This is an optimization exercise on Yosys and OpenROAD, whose aim is small area, not a production implementation.
At most, simulation tests tie the RTL to the original design; equivalence was not proved.
Power figures rest on the tool's default switching activity, not on a simulated workload.

## ok_stream_tester
module ok_stream_tester(
	input  wire        clk,
	input  wire        rst,
	input  wire        start_timer,
	input  wire        stop_timer,
	input  wire        reset_pattern,
	input  wire [31:0] pattern,
	input  wire        src_almost_full,
	output wire [63:0] src_data,
	output reg         src_valid,
	input  wire        snk_empty,
	output wire        snk_rd_en,
	input  wire        snk_valid,
	input  wire [63:0] snk_data,
	output wire [63:0] clk_counts,
	output reg         timer_on,
	output wire [31:0] error_count
);
wire [63:0] generated_data;
wire        enable_gener = timer_on & ~src_almost_full;
wire        count        = start_timer | timer_on;
wire        known = ~|pattern[31:2];
wire [3:0]  psel  = {4{known}} & {pattern[1:0] == 2'd3, pattern[1:0] == 2'd2,
                                  pattern[1:0] == 2'd1, pattern[1:0] == 2'd0};
assign src_data  = {generated_data[31:0], generated_data[63:32]};
assign snk_rd_en = ~snk_empty;
skip_counter #(.W(64)) timer (
	.clk(clk),
	.inc(count),
	.clr(rst),
	.q(clk_counts)
);
always @(posedge clk) begin
	timer_on  <= ~stop_timer & (start_timer | (timer_on & ~rst));
	src_valid <= enable_gener;
end
dataGenerator generateData (
	.clk(clk),
	.psel(psel),
	.restart(reset_pattern),
	.advance(enable_gener),
	.v(generated_data)
);
checkData checkDataFromPipeIn (
	.clk(clk),
	.data_to_check({snk_data[31:0], snk_data[63:32]}),
	.psel(psel),
	.reset_err_counter(rst),
	.reset_pattern(reset_pattern),
	.check_for_errors(snk_valid),
	.enable_pattern(snk_rd_en),
	.error_count(error_count)
);
endmodule
Settings: LEC_CHECK=0, CAP_MARGIN=20, CORE_MARGIN=2, CORE_UTILIZATION=40, SLEW_MARGIN=20; clock period 10.0 ns.
standard.sh (not shown) runs the stock make flow with config.mk's settings and CLKGATE_MAP_FILE= SYNTH_SCRIPT=/design/flow/synth_recipe.tcl, a recipe that flattens the netlist after the stock synthesis.
==> flow/flow/run.sh <==
#!/bin/bash
# Standard ORFS layout with smaller port buffers and a leaner clock tree.
set -euo pipefail
export BUFFER_PORTS_ARGS="-buffer_cell sky130_fd_sc_hd__buf_1"
export CTS_ARGS="-sink_clustering_enable -repair_clock_nets -dont_use_dummy_load -buf_list sky130_fd_sc_hd__clkbuf_8 -sink_clustering_size 18 -sink_clustering_max_diameter 50"
bash standard.sh > standard.log 2>&1
The baseline went through all stages and came out clean.
Then changed:
==> flow/flow/run.sh (replaced) <==
#!/bin/bash
# Standard ORFS layout with smaller port buffers and a leaner clock tree.
set -euo pipefail
export BUFFER_PORTS_ARGS="-buffer_cell sky130_fd_sc_hd__buf_1"
export CTS_ARGS="-sink_clustering_enable -repair_clock_nets -dont_use_dummy_load"
bash standard.sh > standard.log 2>&1
--- a/flow/config.mk
+++ b/flow/config.mk
@@ -10 +10 @@
-export CORE_UTILIZATION = 40
+export CORE_UTILIZATION = 70
Outcome: Total power climbs by 6.5%. Synthesized area stays the same. Core utilization rises by 34 points. Via count climbs by 3.1%. Global-route usage came out higher by 12 points. Final area goes down by 0.59%. Routed wire length fell by 6.3%.
Then changed:
--- a/flow/flow/run.sh
+++ b/flow/flow/run.sh
@@ -5 +5 @@
-export CTS_ARGS="-sink_clustering_enable -repair_clock_nets -dont_use_dummy_load"
+export CTS_ARGS="-sink_clustering_enable -repair_clock_nets -dont_use_dummy_load -buf_list sky130_fd_sc_hd__clkbuf_16 -sink_clustering_size 30 -sink_clustering_max_diameter 80"
--- a/flow/config.mk
+++ b/flow/config.mk
@@ -10 +10 @@
-export CORE_UTILIZATION = 70
+export CORE_UTILIZATION = 40
Hold slack is worse by 0.033 ns. Count of clock-buffer cells in the layout came out lower by 8. Combinational power hardly moves. Final area barely changes. Power is lower by 7.9%. Synthesized cell count stays the same.
Then changed:
==> flow/flow/run.sh (replaced) <==
#!/bin/bash
# Standard ORFS layout with smaller port buffers and a leaner clock tree.
set -euo pipefail
export BUFFER_PORTS_ARGS="-buffer_cell sky130_fd_sc_hd__buf_1"
export CTS_ARGS="-sink_clustering_enable -repair_clock_nets -dont_use_dummy_load -buf_list sky130_fd_sc_hd__clkbuf_4"
bash standard.sh > standard.log 2>&1
Via count came out higher by about 3%.
Fmax climbs by 1.5%.
Power goes up by 3.9%.
Then changed:
==> flow/run.sh (new file) <==
#!/bin/bash
# synth_recipe.tcl (not shown) runs the flow's synth.tcl, then flattens the netlist and writes it again
# the make line also repeats each setting of config.mk as NAME=value (left out here)
make -C /OpenROAD-flow-scripts/flow DESIGN_CONFIG=/design/flow/config.mk WORK_HOME=/design/flow/orfs CLKGATE_MAP_FILE= SYNTH_SCRIPT=/design/flow/synth_recipe.tcl finish
--- a/flow/config.mk
+++ b/flow/config.mk
@@ -10 +10 @@
-export CORE_UTILIZATION = 40
+export CORE_UTILIZATION = 70
removed: flow/flow/run.sh
removed: flow/standard.sh
Effect: Clock power came out higher by 30%; wire length goes up by 16%; final cell count falls by 9.9%; cell area climbs by 12%; power went up by 14%; clock-buffer cell count came out lower by 37; global-route usage grows by 20 points; via count went up by 10%; maximum frequency is lower by 12%.
No functional check of the RTL was part of any run of this note.

ok_stream_tester, a different RTL version from the one above (not shown whole).
Size in the first run: roughly 1500 cells after synthesis, about 270 I/O pins, about 12000 µm² of cells after synthesis.
clock: 10.0 ns
lec_check: 0
abc_area: 1
cap_margin: 0
core_margin: 2
core_utilization: 40
slew_margin: 0
==> flow/flow/run.sh <==
#!/bin/bash
# Standard ORFS layout with smaller port buffers and a leaner clock tree.
set -euo pipefail
export BUFFER_PORTS_ARGS="-buffer_cell sky130_fd_sc_hd__buf_1"
export CTS_ARGS="-sink_clustering_enable -repair_clock_nets -dont_use_dummy_load -buf_list sky130_fd_sc_hd__clkbuf_4 -sink_clustering_size 10 -sink_clustering_max_diameter 40"
bash standard.sh > standard.log 2>&1
Change:
==> flow/flow/run.sh (replaced) <==
#!/bin/bash
# Standard ORFS layout with smaller port buffers and a leaner clock tree.
set -euo pipefail
export BUFFER_PORTS_ARGS="-buffer_cell sky130_fd_sc_hd__buf_1"
export CTS_ARGS="-sink_clustering_enable -repair_clock_nets -dont_use_dummy_load -buf_list sky130_fd_sc_hd__clkbuf_8 -sink_clustering_size 24 -sink_clustering_max_diameter 60"
bash standard.sh > standard.log 2>&1
=> Utilization hardly moves. Routed wire length drops by 0.41%. Global-route usage drops by 0.16 points. Area after synthesis is unchanged. Die area does not change. Setup slack is worse by 0.089 ns. Cell count drops by 0.85%. Synthesized cell count does not change. Critical path depth stays the same.
Change:
==> flow/flow/run.sh (replaced) <==
#!/bin/bash
# Standard ORFS layout with smaller port buffers and a leaner clock tree.
set -euo pipefail
export BUFFER_PORTS_ARGS="-buffer_cell sky130_fd_sc_hd__buf_1"
export CTS_ARGS="-sink_clustering_enable -repair_clock_nets -dont_use_dummy_load -buf_list sky130_fd_sc_hd__clkbuf_16 -sink_clustering_size 30 -sink_clustering_max_diameter 150"
bash standard.sh > standard.log 2>&1
What happened:
- The new run passed the timing, DRC and antenna checks
- wire length is lower by about 1.3%
- die area stays the same
- final cell count is lower by about 0.6%
Change:
==> flow/flow/run.sh (replaced) <==
#!/bin/bash
# Standard ORFS layout with smaller port buffers and a leaner clock tree.
set -euo pipefail
export BUFFER_PORTS_ARGS="-buffer_cell sky130_fd_sc_hd__buf_1"
export CTS_ARGS="-sink_clustering_enable -repair_clock_nets -dont_use_dummy_load -buf_list sky130_fd_sc_hd__clkbuf_8 -sink_clustering_size 24 -sink_clustering_max_diameter 60"
bash standard.sh > standard.log 2>&1
--- a/flow/config.mk
+++ b/flow/config.mk
@@ -6,7 +6,7 @@
 export NUM_CORES = 4
 export LEC_CHECK = 0
-export ABC_AREA = 1
-export CAP_MARGIN = 0
+export ABC_AREA = 0
+export CAP_MARGIN = 20
 export CORE_MARGIN = 2
 export CORE_UTILIZATION = 40
-export SLEW_MARGIN = 0
+export SLEW_MARGIN = 20
What happened:
- critical path depth does not change
- utilization is higher by 0.23 points
- sequential power went up by 3.3%
- final area goes up by 3.1%
- via count climbs by 3.6%
- sequential cell count does not change
- die area climbs by 2.3%
- worst setup slack improved by 0.44 ns
Change:
==> flow/flow/run.sh (replaced) <==
#!/bin/bash
# Standard ORFS layout with smaller port buffers and a leaner clock tree.
set -euo pipefail
export BUFFER_PORTS_ARGS="-buffer_cell sky130_fd_sc_hd__buf_1"
export CTS_ARGS="-sink_clustering_enable -repair_clock_nets -dont_use_dummy_load -buf_list sky130_fd_sc_hd__clkbuf_16 -sink_clustering_size 30 -sink_clustering_max_diameter 80"
bash standard.sh > standard.log 2>&1
--- a/flow/config.mk
+++ b/flow/config.mk
@@ -6,5 +6,5 @@
 export NUM_CORES = 4
 export LEC_CHECK = 0
-export ABC_AREA = 0
+export ABC_AREA = 1
 export CAP_MARGIN = 20
 export CORE_MARGIN = 2
=> Cell count goes up by 6.9%. Setup slack is worse by 0.45 ns. Final area falls by about 2%.

==> afterwards: timing with drivers on the ports <==
Ports are ideal in the flow. The routed layouts listed here were re-timed in OpenROAD.
Step 1 assumes that a clkbuf_16 drives the clock port and a buf_2 every other input.
Step 2 adds t to the input delays and takes it off the output delays; t is the mean of the earliest and latest rising clock arrival at the registers after step 1. Input paths then give back, and output paths get back, about the clock's delay inside the block.
a / b / c = no drivers / after step 1 / after step 2; a / b = the first two.
| run | t (ns) | slack for setup (ns) | hold slack, ns | worst register clock-pin slew, ns | worst data-port slew with drivers (ns) |
|---|---|---|---|---|---|
| the first run of note 1 | 0.554 | 1.770 / 1.793 / 1.239 | 0.500 / 0.500 / 0.500 | 0.09 / 0.09 | 0.07 |
| the second run of note 1 | 0.548 | 1.688 / 1.650 / 1.101 | 0.542 / 0.542 / 0.542 | 0.06 / 0.06 | 0.09 |
| the third run of note 1 | 0.528 | 1.745 / 1.771 / 1.243 | 0.510 / 0.510 / 0.510 | 0.11 / 0.11 | 0.07 |
| the fourth run of note 1 | 0.691 | 1.865 / 1.889 / 1.198 | 0.503 / 0.503 / 0.503 | 0.07 / 0.07 | 0.07 |
| the fifth run of note 1 | 0.565 | 0.797 / 0.817 / 0.252 | 0.517 / 0.517 / 0.517 | 0.07 / 0.07 | 0.09 |
| the first run of note 2 | 0.665 | 1.619 / 1.607 / 0.941 | 0.532 / 0.532 / 0.532 | 0.11 / 0.11 | 0.07 |
| the second run of note 2 | 0.583 | 1.531 / 1.523 / 0.940 | 0.532 / 0.532 / 0.532 | 0.10 / 0.10 | 0.08 |
| the third run of note 2 | 0.510 | 1.511 / 1.503 / 0.993 | 0.539 / 0.539 / 0.539 | 0.12 / 0.12 | 0.07 |
| the fourth run of note 2 | 0.606 | 1.947 / 1.968 / 1.362 | 0.532 / 0.532 / 0.532 | 0.10 / 0.10 | 0.08 |
| the fifth run of note 2 | 0.533 | 1.501 / 1.499 / 0.965 | 0.532 / 0.532 / 0.532 | 0.10 / 0.10 | 0.07 |
After both steps every run listed still meets setup and hold. For the first run of note 2, which loses most, drivers alone change the setup slack by -0.012 ns; drivers and shift together by -0.678 ns.
